From an optimization exercise on the open Yosys and OpenROAD flow, aimed at small area, a short achievable clock period and few clock cycles; shortcuts taken in it are not production practice.
In this exercise RTL edits were held to simulation tests only and were not proved equivalent to the original.
No activity file was given, so power comes from the tool's default toggle rates.

Setup of v36:
// JAM
module JAM (
input CLK,
input RST,
output reg [2:0] W,
output reg [2:0] J,
input [6:0] Cost,
output reg [3:0] MatchCount,
output reg [9:0] MinCost,
output reg Valid );
function [1:0] cmp8;
  input [7:0] p;
  input [7:0] q;
  reg [7:0] x, g;
  reg l;
  integer k;
  begin
    x = p ^ q;
    g = ~p & q;
    l = 1'b0;
    for (k = 0; k < 8; k = k + 1) l = g[k] | (~x[k] & l);
    cmp8 = {l, ~|x};
  end
endfunction
function [1:0] cmp9;
  input [8:0] p;
  input [8:0] q;
  reg [8:0] x, g;
  reg l;
  integer k;
  begin
    x = p ^ q;
    g = ~p & q;
    l = 1'b0;
    for (k = 0; k < 9; k = k + 1) l = g[k] | (~x[k] & l);
    cmp9 = {l, ~|x};
  end
endfunction
function [1:0] cmp10;
  input [9:0] p;
  input [9:0] q;
  reg [9:0] x, g;
  reg l;
  integer k;
  begin
    x = p ^ q;
    g = ~p & q;
    l = 1'b0;
    for (k = 0; k < 10; k = k + 1) l = g[k] | (~x[k] & l);
    cmp10 = {l, ~|x};
  end
endfunction
function [3:0] mul16;
  input [3:0] a;
  input [3:0] b;
  begin
    case ({a, b})
      8'd0: mul16 = 4'd0;
      8'd1: mul16 = 4'd0;
      8'd2: mul16 = 4'd0;
      8'd3: mul16 = 4'd0;
      8'd4: mul16 = 4'd0;
      8'd5: mul16 = 4'd0;
      8'd6: mul16 = 4'd0;
      8'd7: mul16 = 4'd0;
      8'd8: mul16 = 4'd0;
      8'd9: mul16 = 4'd0;
      8'd10: mul16 = 4'd0;
      8'd11: mul16 = 4'd0;
      8'd12: mul16 = 4'd0;
      8'd13: mul16 = 4'd0;
      8'd14: mul16 = 4'd0;
      8'd15: mul16 = 4'd0;
      8'd16: mul16 = 4'd0;
      8'd17: mul16 = 4'd1;
      8'd18: mul16 = 4'd2;
      8'd19: mul16 = 4'd3;
      8'd20: mul16 = 4'd4;
      8'd21: mul16 = 4'd5;
      8'd22: mul16 = 4'd6;
      8'd23: mul16 = 4'd7;
      8'd24: mul16 = 4'd8;
      8'd25: mul16 = 4'd9;
      8'd26: mul16 = 4'd10;
      8'd27: mul16 = 4'd11;
      8'd28: mul16 = 4'd12;
      8'd29: mul16 = 4'd13;
      8'd30: mul16 = 4'd14;
      8'd31: mul16 = 4'd15;
      8'd32: mul16 = 4'd0;
      8'd33: mul16 = 4'd2;
      8'd34: mul16 = 4'd4;
      8'd35: mul16 = 4'd6;
      8'd36: mul16 = 4'd8;
      8'd37: mul16 = 4'd10;
      8'd38: mul16 = 4'd12;
      8'd39: mul16 = 4'd14;
  ...
Size in the first run: about 7100 cells after synthesis, ~1500 flip-flops, about 30 I/O pins.
export LEC_CHECK = 0
export ABC_AREA = 1
export CAP_MARGIN = 20
export CORE_MARGIN = 2
export CORE_UTILIZATION = 40
export CTS_CLUSTER_DIAMETER = 150
export CTS_CLUSTER_SIZE = 25
export PLACE_DENSITY = 0.65
export SETUP_SLACK_MARGIN = 2.8
export SLEW_MARGIN = 20
export TNS_END_PERCENT = 100
create_clock -name core_clock -period 5.0 [get_ports {CLK}]
run.sh (not shown) runs the stock make flow with config.mk's settings and CLKGATE_MAP_FILE= SYNTH_SCRIPT=/design/flow/synth_recipe.tcl, a recipe that flattens the netlist after the stock synthesis.
The final layout from v36, which completed every stage, passed the timing, design-rule and antenna checks at the end of the flow.
Testbench counts of v36, summed over its fixed seeds: cycles 5,392.
Inputs modified between v36 and v48:
-- flow/config.mk --
<<< v36, line 11
export CORE_UTILIZATION = 40
export CTS_CLUSTER_DIAMETER = 150
export CTS_CLUSTER_SIZE = 25
export PLACE_DENSITY = 0.65
export SETUP_SLACK_MARGIN = 2.8
>>> v48, line 11
export CORE_UTILIZATION = 40
export PLACE_DENSITY = 0.7
export SETUP_SLACK_MARGIN = 2.8
--- outcome ---
- v48 vs. v36: critical path depth decreased by 11 relative to the old numbers; first-iteration DRC count increased by 652 relative to the old numbers.
- Compared with v36, v48 shows total of clock buffers placed in the layout that has gone up by more than 100%.
- Cell leakage power ends up higher on v48.
- The higher post-layout minimum cycle time came out of v48.
- v36 has a lower source-to-sink clock delay at the later pin of the worst-skew pair than v48.
- On minimum setup slack in the final design, v36 beats v48.
- v36 and v48 ended up with roughly the same share of synthesized area spent on multiplexers.
Input-level comparison between v18 and v48:
-- flow/config.mk --
<<< v48, line 11
export CORE_UTILIZATION = 40
export PLACE_DENSITY = 0.7
>>> v18, line 11
export CORE_UTILIZATION = 40
export CTS_CLUSTER_DIAMETER = 150
export CTS_CLUSTER_SIZE = 25
export PLACE_DENSITY = 0.7
--- outcome ---
Summary — number of signal-net buffers in the layout, v18 relative to v48: higher, by 7.8%.
Between v48 and v18, the flow reports maximum vdd ir drop decreasing by more than a quarter.
Wire length on met1: v48 vs v18 — no meaningful difference
Comparing v48 and v18, the lower sequential fraction of total cell area was measured on v48.
Flip-flop and latch count: v48 vs v18 identical
For the clock power, v18 came in about 45% lower than v48 did.
Taking v48 as the reference, in v18 worst hold slack shows an increase of 0.0073 ns; mean number of vias per cell up about 0.45%; power share of the clock group has decreased.
For v48 and v18, there was not a single run that failed to finish clean.
Input-level comparison between v8 and v18:
-- flow/config.mk --
<<< v18, line 10
export CORE_MARGIN = 2
export CORE_UTILIZATION = 40
export CTS_CLUSTER_DIAMETER = 150
>>> v8, line 10
export CORE_MARGIN = 2
export CORE_UTILIZATION = 50
export CTS_CLUSTER_DIAMETER = 150
### Flow results
- From v18 to v8 the numbers moved as follows: count of fill cells added during filler insertion lower, final critical-path share of the clock period higher, mean instance size in the synthesized netlist roughly the same, area of the die lower.
- Of v8 and v18, v8 shows the higher actual slew at the worst max-slew pin, with v18 below it.
What v15 does differently from v8 at the input level:
-- flow/config.mk --
<<< v8, line 10
export CORE_MARGIN = 2
export CORE_UTILIZATION = 50
export CTS_CLUSTER_DIAMETER = 150
export CTS_CLUSTER_SIZE = 25
export PLACE_DENSITY = 0.7
>>> v15, line 10
export CORE_MARGIN = 2
export CORE_UTILIZATION = 40
export CTS_CLUSTER_DIAMETER = 150
export CTS_CLUSTER_SIZE = 20
export PLACE_DENSITY = 0.7
==> comparison <==
v15 finished every step from synthesis to the final layout, and the layout passed the timing, design-rule and antenna checks.
v8 did not stop at any stage, and its layout met the timing, design-rule and antenna checks.
Comparing v8 and v15, the higher cell count is on v15.
Total global-route track usage (lower): v15
Comparing the two runs side by side, v15 comes out ahead of v8 on worst slack at placement.
The mean routed wirelength per cell in v15 was lower than what v8 gave.
Summary of v15 over v8: global-route wire length before repair rose by about 2%, power density over the cells rose 0.68%, share of synthesized cell area in and, or, nand and nor gates about even, area occupied by multi-input gates level, floorplan die height went up.
v8 was routed with fewer vias than v15.
Minimum setup slack in the final design across v8 and v15: no real change.

* * *

build 10:
JAM again, from the RTL that the note above started with.
==> flow/config.mk <==
export PLATFORM = sky130hd
export DESIGN_NAME = JAM
export DESIGN_NICKNAME = JAM
export VERILOG_FILES = /design/flow/design.v
export SDC_FILE = /design/flow/constraint.sdc
export NUM_CORES = 4
export LEC_CHECK = 0
export ABC_AREA = 1
export CAP_MARGIN = 20
export CORE_MARGIN = 2
export CORE_UTILIZATION = 40
export PLACE_DENSITY = 0.7
export SETUP_SLACK_MARGIN = 2.7
export SLEW_MARGIN = 20
export TNS_END_PERCENT = 100
==> flow/constraint.sdc <==
create_clock -name core_clock -period 5.0 [get_ports {CLK}]
set_input_delay 1.0000 -clock core_clock [delete_from_list [all_inputs] [get_ports {CLK}]]
set_output_delay 1.0000 -clock core_clock [all_outputs]
set_load 0.01 [all_outputs]
Testbench counts of build 10, summed over its fixed seeds: cycles 5,392.
diff inputs: build 10 => build 33
Settings: a change of CORE_UTILIZATION from 40 to 60; a change of SETUP_SLACK_MARGIN from 2.7 to 2.8.
[summary]
- Layout overhead on the synthesized area sits lower in build 33 than in build 10.
- Taking build 10 as the reference, in build 33 routed via count now sits higher; wire length of the first global-routing pass fell by 1.2%.
- In build 33, total power density per cell area is higher than in build 10.
- In build 33, the met1 track demand over resource came out 13 points above the value in build 10.
- Going from build 10 to build 33, sequential share of layout area up 0.17 points, post-CTS setup repair buffer count has increased.
- Compared build 33 vs build 10, and height of the die is down in build 33.
- Build 33 has wire length below what build 10 had.
> inputs changed (build 33 -> build 26)
Settings: CTS_CLUSTER_SIZE now 25, previously not set; CORE_UTILIZATION now 40, was 60; CTS_CLUSTER_DIAMETER now 100, previously not set.
Results
Build 26 improves on build 33 in number of vias in the routed layout. Per the comparison of build 26 with build 33, standard cell area after detailed placement +990 µm², cell area -3.0%, routed length per instance -about 6%, buffering stage count on the worst path with inverters included ~0 delta.
Setup changes, build 26 to build 12
Settings: CTS_CLUSTER_DIAMETER changed from 100 to 150; GPL_ROUTABILITY_DRIVEN newly set to 0.
Build 12 ended up with BU3_012_1[2] as its launching instance or port of the critical path; build 26 ended up with Valid.
[compare] base=build 26 new=build 12: area added between synthesis and finish went down by 0.37 points; global-route usage down 0.41 points; multi-input logic portion of the cell area was more or less identical.

* * *

JAM again, from the RTL that the note above started with.
make LEC_CHECK=0 ABC_AREA=1 CAP_MARGIN=20 CORE_MARGIN=2 CORE_UTILIZATION=40 CTS_CLUSTER_DIAMETER=150 CTS_CLUSTER_SIZE=25 PLACE_DENSITY=0.7 SETUP_SLACK_MARGIN=2.9 SLEW_MARGIN=20 TNS_END_PERCENT=100 finish   # period 5.0 ns
The baseline went through all stages and came out clean.
Testbench counts at the start, summed over its fixed seeds: cycles 5,392.
Change:
--- a/flow/config.mk
+++ b/flow/config.mk
@@ -11,4 +11,2 @@
 export CORE_UTILIZATION = 40
-export CTS_CLUSTER_DIAMETER = 150
-export CTS_CLUSTER_SIZE = 25
 export PLACE_DENSITY = 0.7
Result:
- The new run finished clean
- setup slack loses 0.064 ns
- routed wire length is higher by 2.1%
- combinational power barely changes
- non-clock buffer count is higher by 3
- register-to-register slack loses 0.05 ns
- power is higher by 14%
- clock skew is lower by 0.0048 ns
- core utilization is higher by 2.1 points
- count of clock-buffer cells in the layout is higher by 113
- sequential cell count does not change
Change:
--- a/flow/config.mk
+++ b/flow/config.mk
@@ -11,4 +11,6 @@
 export CORE_UTILIZATION = 40
+export CTS_CLUSTER_DIAMETER = 150
+export CTS_CLUSTER_SIZE = 28
 export PLACE_DENSITY = 0.7
-export SETUP_SLACK_MARGIN = 2.9
+export SETUP_SLACK_MARGIN = 2.8
 export SLEW_MARGIN = 20
Worst setup slack is better by 0.078 ns.
Count of clock-buffer cells in the layout shrinks by 124.
Wire length shrinks by 3.8%.
Power shrinks by 16%.
Fmax grows by 3.5%.
Combinational power shrinks by about 5%.
Final area shrinks by 6.2%.
Clock skew grows by 0.028 ns.
Via count shrinks by 3.0%.
Change:
--- a/flow/config.mk
+++ b/flow/config.mk
@@ -11,6 +11,3 @@
 export CORE_UTILIZATION = 40
-export CTS_CLUSTER_DIAMETER = 150
-export CTS_CLUSTER_SIZE = 28
-export PLACE_DENSITY = 0.7
-export SETUP_SLACK_MARGIN = 2.8
+export SETUP_SLACK_MARGIN = 2.7
 export SLEW_MARGIN = 20
Global-route usage climbs by 1.1 points. Design area climbs by a few percent. Utilization climbs by 2.0 points. Sequential share of layout area drops by 2.0 points. Count of clock-buffer cells in the layout climbs by 136. Final cell count climbs by a few percent. Combinational power drops by a few percent. Synthesized cell count does not change.
Change:
--- a/flow/config.mk
+++ b/flow/config.mk
@@ -11,3 +11,6 @@
 export CORE_UTILIZATION = 40
-export SETUP_SLACK_MARGIN = 2.7
+export CTS_CLUSTER_DIAMETER = 150
+export CTS_CLUSTER_SIZE = 25
+export PLACE_DENSITY = 0.7
+export SETUP_SLACK_MARGIN = 2.75
 export SLEW_MARGIN = 20
What happened:
- area after synthesis does not change
- cell count came out lower by about 2%
- routed wire length came out lower by about 3.4%
- design area came out lower by 4.8%
- setup slack is better by 0.024 ns
- die area is unchanged
- critical path depth came out higher by 2
- non-clock buffer count came out lower by 9
- maximum frequency came out higher by about 1.1%
- flip-flop and latch count is unchanged
- via count came out lower by 0.50%

* * *

JAM again, from the RTL that the note above started with.
==> flow/config.mk <==
export PLATFORM = sky130hd
export DESIGN_NAME = JAM
export DESIGN_NICKNAME = JAM
export VERILOG_FILES = /design/flow/design.v
export SDC_FILE = /design/flow/constraint.sdc
export NUM_CORES = 4
export LEC_CHECK = 0
export ABC_AREA = 1
export CAP_MARGIN = 20
export CORE_MARGIN = 2
export CORE_UTILIZATION = 40
export CTS_CLUSTER_DIAMETER = 60
export CTS_CLUSTER_SIZE = 10
export PLACE_DENSITY = 0.7
export SETUP_SLACK_MARGIN = 2.8
export SLEW_MARGIN = 20
export TNS_END_PERCENT = 100
==> flow/constraint.sdc <==
create_clock -name core_clock -period 5.0 [get_ports {CLK}]
set_input_delay 1.0000 -clock core_clock [delete_from_list [all_inputs] [get_ports {CLK}]]
set_output_delay 1.0000 -clock core_clock [all_outputs]
set_load 0.01 [all_outputs]
Testbench counts at the start, summed over its fixed seeds: cycles 5,392.
Rerun with:
--- a/flow/config.mk
+++ b/flow/config.mk
@@ -11,5 +11,3 @@
 export CORE_UTILIZATION = 40
-export CTS_CLUSTER_DIAMETER = 60
-export CTS_CLUSTER_SIZE = 10
-export PLACE_DENSITY = 0.7
+export PLACE_DENSITY = 0.75
 export SETUP_SLACK_MARGIN = 2.8
=> Die area does not change. Routed wire length hardly moves. Sequential power is about the same. Clock power stays flat. Final area hardly moves. Sequential cell count does not change. Total power barely changes. Setup slack gains 10 ps. Utilization hardly moves.

==> what the ideal ports hide <==
No port has a modelled driver above. Below, the same layouts with a new extraction and two added sets of constraints. Step 1: set_driving_cell puts a clkbuf_16 on CLK and a buf_2 on each other input, an assumption about the parent block. Step 2 times the ports against the registers' clock, not the clock port: input delays grow and output delays shrink by t, the midpoint of the rising clock arrivals with the driver on. Three values: ideal ports, drivers, drivers and shift; two values: the first two.
| run | t (ns) | setup WS [ns] | worst hold slack (ns) | latest minus earliest clock arrival (ns) | pins driven straight from the clock port |
|---|---|---|---|---|---|
| v36 | 0.783 | 2.821 / 2.744 / 2.385 | 0.312 / 0.312 / 0.312 | 0.037 / 0.036 | 1 |
| v48 | 0.858 | 2.751 / 2.676 / 2.615 | 0.321 / 0.321 / 0.321 | 0.055 / 0.056 | 1 |
| v18 | 0.769 | 2.832 / 2.751 / 2.622 | 0.329 / 0.329 / 0.329 | 0.034 / 0.034 | 1 |
| v8 | 0.747 | 2.820 / 2.767 / 2.650 | 0.327 / 0.327 / 0.327 | 0.034 / 0.034 | 1 |
| v15 | 0.788 | 2.819 / 2.740 / 2.587 | 0.321 / 0.321 / 0.321 | 0.049 / 0.049 | 1 |
| build 10 | 0.857 | 2.744 / 2.671 / 2.584 | 0.321 / 0.321 / 0.321 | 0.055 / 0.055 | 1 |
| build 33 | 0.840 | 2.742 / 2.662 / 2.577 | 0.317 / 0.317 / 0.317 | 0.040 / 0.040 | 1 |
| build 26 | 0.778 | 2.824 / 2.751 / 2.607 | 0.318 / 0.318 / 0.318 | 0.040 / 0.040 | 1 |
| build 12 | 0.771 | 2.758 / 2.746 / 2.477 | 0.310 / 0.310 / 0.310 | 0.034 / 0.034 | 1 |
| the first run of note 3 | 0.780 | 2.794 / 2.716 / 2.301 | 0.320 / 0.320 / 0.320 | 0.048 / 0.049 | 1 |
| the second run of note 3 | 0.853 | 2.730 / 2.652 / 2.299 | 0.322 / 0.322 / 0.322 | 0.036 / 0.037 | 1 |
| the third run of note 3 | 0.787 | 2.808 / 2.730 / 2.629 | 0.327 / 0.327 / 0.327 | 0.064 / 0.064 | 1 |
| the fourth run of note 3 | 0.861 | 2.740 / 2.671 / 2.546 | 0.299 / 0.299 / 0.299 | 0.041 / 0.042 | 1 |
| the fifth run of note 3 | 0.769 | 2.764 / 2.739 / 2.619 | 0.330 / 0.330 / 0.330 | 0.036 / 0.036 | 1 |
| the first run of note 4 | 0.863 | 2.739 / 2.663 / 2.605 | 0.303 / 0.303 / 0.303 | 0.039 / 0.039 | 1 |
| the second run of note 4 | 0.855 | 2.750 / 2.671 / 2.604 | 0.292 / 0.292 / 0.292 | 0.046 / 0.046 | 1 |
After both steps every run listed still meets setup and hold. For the first run of note 3, which loses most, drivers alone change the setup slack by -0.078 ns; drivers and shift together by -0.493 ns. The worst setup slack also covers recovery checks on asynchronous resets.
